From an optimization exercise on the open Yosys and OpenROAD flow, aimed at small area; shortcuts taken in it are not production practice.
Only simulation tests tie the RTL to the original design; equivalence was not proved.
Power and IR drop assume default switching activity.

==> flow/design.v <==
module crc_xor2 (
    input  a,
    input  b,
    output y
);
    assign y = a ^ b;
endmodule
module rd_andor8 (
    input  [7:0] s,
    input  [7:0] d,
    output       y
);
    assign y = |(s & d);
endmodule
`timescale 1ns/1ns
module frame_top (
    input         clk,
    input         rst_n,
    input  [15:0] data_in,
    output        crc_err,
    output        fifo_full,
    output        fifo_empty,
    output        crc_valid_o,
    output        data_out_ch1,
    output        data_out_ch2,
    output        data_out_ch3,
    output        data_out_ch4,
    output        data_out_ch5,
    output        data_out_ch6,
    output        data_out_ch7,
    output        data_out_ch8,
    output        data_vld_ch1,
    output        data_vld_ch2,
    output        data_vld_ch3,
    output        data_vld_ch4,
    output        data_vld_ch5,
    output        data_vld_ch6,
    output        data_vld_ch7,
    output        data_vld_ch8
);
    localparam [15:0] CRC_OK = 16'h7b9a;
    reg        e1;               
    reg        t1;               
    reg        dup;              
    reg  [3:0] st;               
    reg [15:0] crc;              
    reg  [7:0] ch_sel;           
    reg        cflag;            
    reg        crc_err_r;
    reg        p0, p1, p2, p3;   
    reg  [3:0] fs;               
    reg  [3:0] wp;               
    reg [15:0] mem [0:7];
    reg  [7:0] vld;              
    reg  [7:0] ow;               
    reg        pb;               
    reg  [3:0] bc;               
    reg  [3:0] rp;               
    wire [15:0] x = data_in ^ ((st[3:1] == 3'd0) ? 16'd0 : crc);
    wire [15:0] crc_nx;
    wire [25:0] s;
    crc_xor2 u_x0 (.a(x[8]), .b(x[12]), .y(s[0]));
    crc_xor2 u_x1 (.a(x[10]), .b(x[14]), .y(s[1]));
    crc_xor2 u_x2 (.a(x[5]), .b(x[9]), .y(s[2]));
    crc_xor2 u_x3 (.a(x[7]), .b(x[11]), .y(s[3]));
    crc_xor2 u_x4 (.a(x[13]), .b(s[2]), .y(s[4]));
    crc_xor2 u_x5 (.a(x[6]), .b(s[1]), .y(s[5]));
    crc_xor2 u_x6 (.a(x[4]), .b(s[0]), .y(s[6]));
    crc_xor2 u_x7 (.a(x[15]), .b(s[3]), .y(s[7]));
    crc_xor2 u_x8 (.a(x[2]), .b(s[5]), .y(s[8]));
    crc_xor2 u_x9 (.a(x[14]), .b(s[7]), .y(s[9]));
    crc_xor2 u_x10 (.a(x[1]), .b(s[4]), .y(s[10]));
    crc_xor2 u_x11 (.a(x[12]), .b(s[10]), .y(s[11]));
    crc_xor2 u_x12 (.a(x[0]), .b(s[6]), .y(s[12]));
    crc_xor2 u_x13 (.a(x[13]), .b(s[8]), .y(s[13]));
    crc_xor2 u_x14 (.a(x[3]), .b(s[9]), .y(s[14]));
    crc_xor2 u_x15 (.a(x[11]), .b(s[12]), .y(s[15]));
    crc_xor2 u_x16 (.a(x[15]), .b(s[6]), .y(s[16]));
    crc_xor2 u_x17 (.a(s[4]), .b(s[15]), .y(crc_nx[5]));
    crc_xor2 u_x18 (.a(s[5]), .b(s[11]), .y(crc_nx[6]));
    crc_xor2 u_x19 (.a(s[7]), .b(s[13]), .y(crc_nx[7]));
    crc_xor2 u_x20 (.a(s[0]), .b(s[14]), .y(crc_nx[8]));
    crc_xor2 u_x21 (.a(x[9]), .b(x[13]), .y(s[17]));
    crc_xor2 u_x22 (.a(s[17]), .b(s[16]), .y(crc_nx[9]));
    crc_xor2 u_x23 (.a(s[1]), .b(s[4]), .y(crc_nx[10]));
    crc_xor2 u_x24 (.a(x[11]), .b(x[15]), .y(s[18]));
    crc_xor2 u_x25 (.a(s[18]), .b(s[5]), .y(crc_nx[11]));
    crc_xor2 u_x26 (.a(x[0]), .b(x[4]), .y(s[19]));
    crc_xor2 u_x27 (.a(s[19]), .b(x[7]), .y(s[20]));
    crc_xor2 u_x28 (.a(s[20]), .b(x[8]), .y(s[21]));
    crc_xor2 u_x29 (.a(s[21]), .b(x[15]), .y(crc_nx[12]));
    crc_xor2 u_x30 (.a(x[1]), .b(x[8]), .y(s[22]));
    crc_xor2 u_x31 (.a(s[22]), .b(s[2]), .y(crc_nx[13]));
    crc_xor2 u_x32 (.a(x[2]), .b(x[6]), .y(s[23]));
    crc_xor2 u_x33 (.a(s[23]), .b(x[9]), .y(s[24]));
    crc_xor2 u_x34 (.a(s[24]), .b(x[10]), .y(crc_nx[14]));
    crc_xor2 u_x35 (.a(x[3]), .b(x[10]), .y(s[25]));
    crc_xor2 u_x36 (.a(s[25]), .b(s[3]), .y(crc_nx[15]));
    assign crc_nx[0] = s[15];
    assign crc_nx[1] = s[11];
    assign crc_nx[2] = s[13];
    assign crc_nx[3] = s[14];
    assign crc_nx[4] = s[16];
    wire is_e    = (data_in == 16'he0e0);
    wire is_t    = (data_in == 16'h0e0e);
    wire hdr     = e1 & dup;
    wire trl     = t1 & dup;
    wire in_data = st[3] | st[2];
    wire active  = |vld;
    wire at_trl  = in_data & trl;
    wire good    = (st != 4'd4) & (crc == CRC_OK);
    wire rp_fs   = (rp == fs);
    wire will_ld = (|ch_sel) & (~active | (rp_fs & bc[3] & bc[2]));
    wire full    = (wp[2:0] == rp[2:0]) & (wp[3] ^ rp[3]);
    wire wr_ok   = (st != 4'd0) & ~full;
    wire load    = cflag & p3;
    wire bend    = active & (bc[2:0] == 3'd7);
    wire wend    = bend & bc[3];
    wire last_w  = rp_fs | cflag;
    wire  [7:0] rsel;
    wire [15:0] rword;
    genvar gj;
    generate
        for (gj = 0; gj < 8; gj = gj + 1) begin : g_rsel
            assign rsel[gj] = (rp[2:0] == gj);
        end
        for (gj = 0; gj < 16; gj = gj + 1) begin : g_rd
            rd_andor8 u_rd (
                .s(rsel),
                .d({mem[7][gj], mem[6][gj], mem[5][gj], mem[4][gj],
                    mem[3][gj], mem[2][gj], mem[1][gj], mem[0][gj]}),
                .y(rword[gj])
            );
        end
    endgenerate
    always @(posedge clk or negedge rst_n) begin
        if (!rst_n) begin
            e1 <= 1'b0; t1 <= 1'b0; dup <= 1'b0;
            st <= 4'd0;
            crc_err_r <= 1'b0;
            p0 <= 1'b0; p1 <= 1'b0; p2 <= 1'b0; p3 <= 1'b0;
            cflag <= 1'b0;
            fs <= 4'd0; rp <= 4'd0;
            vld <= 8'd0;
        end else begin
            e1  <= is_e;
            t1  <= is_t;
            dup <= (is_e & e1) | (is_t & t1);
            case (st)
                4'd0:    if (hdr) st <= 4'd1;
                4'd1:    st <= 4'd2;
                4'd2:    st <= 4'd3;
                4'd3:    st <= 4'd4;
                4'd12:   st <= 4'd0;
                default: st <= trl ? 4'd0 : st + 4'd1;
            endcase
            crc_err_r <= at_trl & ~good;
            p0 <= at_trl & good;
            p1 <= p0;
            p2 <= p1;
            p3 <= p2;
            if (at_trl & good & will_ld) begin
                fs    <= fs + (st - 4'd4);
                cflag <= 1'b1;
            end else if (load) begin
                cflag <= 1'b0;
            end
            if (load)
                vld <= ch_sel;
            else if (wend && last_w)
                vld <= 8'd0;
            if (bend && !bc[3])
                rp <= rp + 4'd1;
        end
    end
    always @(posedge clk) begin
        crc <= crc_nx;
        if (st == 4'd0 && hdr && !cflag)
            ch_sel <= data_in[7:0];
        if (st == 4'd0)
            wp <= fs;
        else if (wr_ok)
            wp <= wp + 4'd1;
        if (wr_ok)
            mem[wp[2:0]] <= data_in;
        pb <= active & ow[7];
        if (load || (wend && !last_w))
            ow <= rword[15:8];
        else if (bend)
            ow <= rword[7:0];
        else
            ow <= {ow[6:0], 1'b0};
        if (load)
            bc <= 4'd0;
        else
            bc <= bc + 4'd1;
    end
    wire bit_o = ow[7] ^ pb;
    assign crc_err     = crc_err_r;
    assign fifo_full   = 1'b0;
    assign fifo_empty  = ~p3;
    assign crc_valid_o = active;
    assign data_vld_ch1 = vld[0];
    assign data_vld_ch2 = vld[1];
    assign data_vld_ch3 = vld[2];
    assign data_vld_ch4 = vld[3];
    assign data_vld_ch5 = vld[4];
    assign data_vld_ch6 = vld[5];
    assign data_vld_ch7 = vld[6];
    assign data_vld_ch8 = vld[7];
    assign data_out_ch1 = vld[0] & bit_o;
    assign data_out_ch2 = vld[1] & bit_o;
    assign data_out_ch3 = vld[2] & bit_o;
    assign data_out_ch4 = vld[3] & bit_o;
    assign data_out_ch5 = vld[4] & bit_o;
    assign data_out_ch6 = vld[5] & bit_o;
    assign data_out_ch7 = vld[6] & bit_o;
    assign data_out_ch8 = vld[7] & bit_o;
endmodule
==> flow/config.mk <==
export PLATFORM = sky130hd
export DESIGN_NAME = frame_top
export DESIGN_NICKNAME = frame_top
export VERILOG_FILES = /design/flow/design.v
export SDC_FILE = /design/flow/constraint.sdc
export NUM_CORES = 4
export LEC_CHECK = 0
export CAP_MARGIN = 20
export CORE_MARGIN = 2
export CORE_UTILIZATION = 40
export CTS_BUF_LIST = sky130_fd_sc_hd__clkbuf_8
export CTS_CLUSTER_DIAMETER = 150
export CTS_CLUSTER_SIZE = 16
export PLACE_DENSITY = 0.6
export SLEW_MARGIN = 20
export SYNTH_HIERARCHICAL = 1
==> flow/constraint.sdc <==
create_clock -name core_clock -period 5.0 [get_ports {clk}]
set_input_delay 1.0000 -clock core_clock [delete_from_list [all_inputs] [get_ports {clk}]]
set_output_delay 1.0000 -clock core_clock [all_outputs]
set_load 0.01 [all_outputs]
standard.sh (not shown) runs the stock make flow with config.mk's settings and CLKGATE_MAP_FILE= SYNTH_SCRIPT=/design/flow/synth_recipe.tcl, a recipe that flattens the netlist after the stock synthesis.
==> flow/flow/run.sh <==
#!/bin/bash
# The standard layout (standard.sh, standard synthesis unchanged), with two
# changes: the port buffers are buf_1 cells, and clock tree synthesis uses
# clkbuf_8 in clusters of up to 16 sinks without dummy loads.
set -euo pipefail
export BUFFER_PORTS_ARGS="-buffer_cell sky130_fd_sc_hd__buf_1"
export CTS_ARGS="-sink_clustering_enable -repair_clock_nets -sink_clustering_size 16 -sink_clustering_max_diameter 150 -buf_list sky130_fd_sc_hd__clkbuf_8 -dont_use_dummy_load"
bash standard.sh > standard.log 2>&1
Edit:
--- a/flow/design.v
+++ b/flow/design.v
@@ -5,11 +5,4 @@
 );
     assign y = a ^ b;
-endmodule
-module rd_andor8 (
-    input  [7:0] s,
-    input  [7:0] d,
-    output       y
-);
-    assign y = |(s & d);
 endmodule
 `timescale 1ns/1ns
@@ -118,20 +111,5 @@
     wire wend    = bend & bc[3];
     wire last_w  = rp_fs | cflag;
-    wire  [7:0] rsel;
-    wire [15:0] rword;
-    genvar gj;
-    generate
-        for (gj = 0; gj < 8; gj = gj + 1) begin : g_rsel
-            assign rsel[gj] = (rp[2:0] == gj);
-        end
-        for (gj = 0; gj < 16; gj = gj + 1) begin : g_rd
-            rd_andor8 u_rd (
-                .s(rsel),
-                .d({mem[7][gj], mem[6][gj], mem[5][gj], mem[4][gj],
-                    mem[3][gj], mem[2][gj], mem[1][gj], mem[0][gj]}),
-                .y(rword[gj])
-            );
-        end
-    endgenerate
+    wire [15:0] rword = mem[rp[2:0]];
     always @(posedge clk or negedge rst_n) begin
         if (!rst_n) begin
Result:
- cell area went up by about 2.7%
- critical path depth is unchanged
- clock skew increases by 0.011 ns
- sequential cell count is unchanged
- synthesized area went up by 3.3%
- power is about the same

re-timing with driven ports:
How much do the figures lean on ideal ports? The routed layouts below were timed once more, with nothing changed but the port constraints.
Step 1 assumes that a clkbuf_16 drives the clock port and a buf_2 every other input.
Step 2 times the ports against the registers' clock, not the clock port: input delays grow and output delays shrink by t, the midpoint of the rising clock arrivals with the driver on.
Slacks: no drivers / after step 1 / after step 2; pairs: no drivers / after step 1.
run	t, ns	slack for setup (ns)	worst data-port slew with drivers (ns)	cell pins on the clock port's net
the first run	0.485	2.035 / 2.035 / 2.002	0.04	1
the second run	0.482	2.015 / 2.015 / 1.968	0.04	1
After both steps every run listed still meets setup and hold. The setup slack of the second run, which loses most, moves by 0.000 ns with the drivers and by -0.047 ns with both steps.
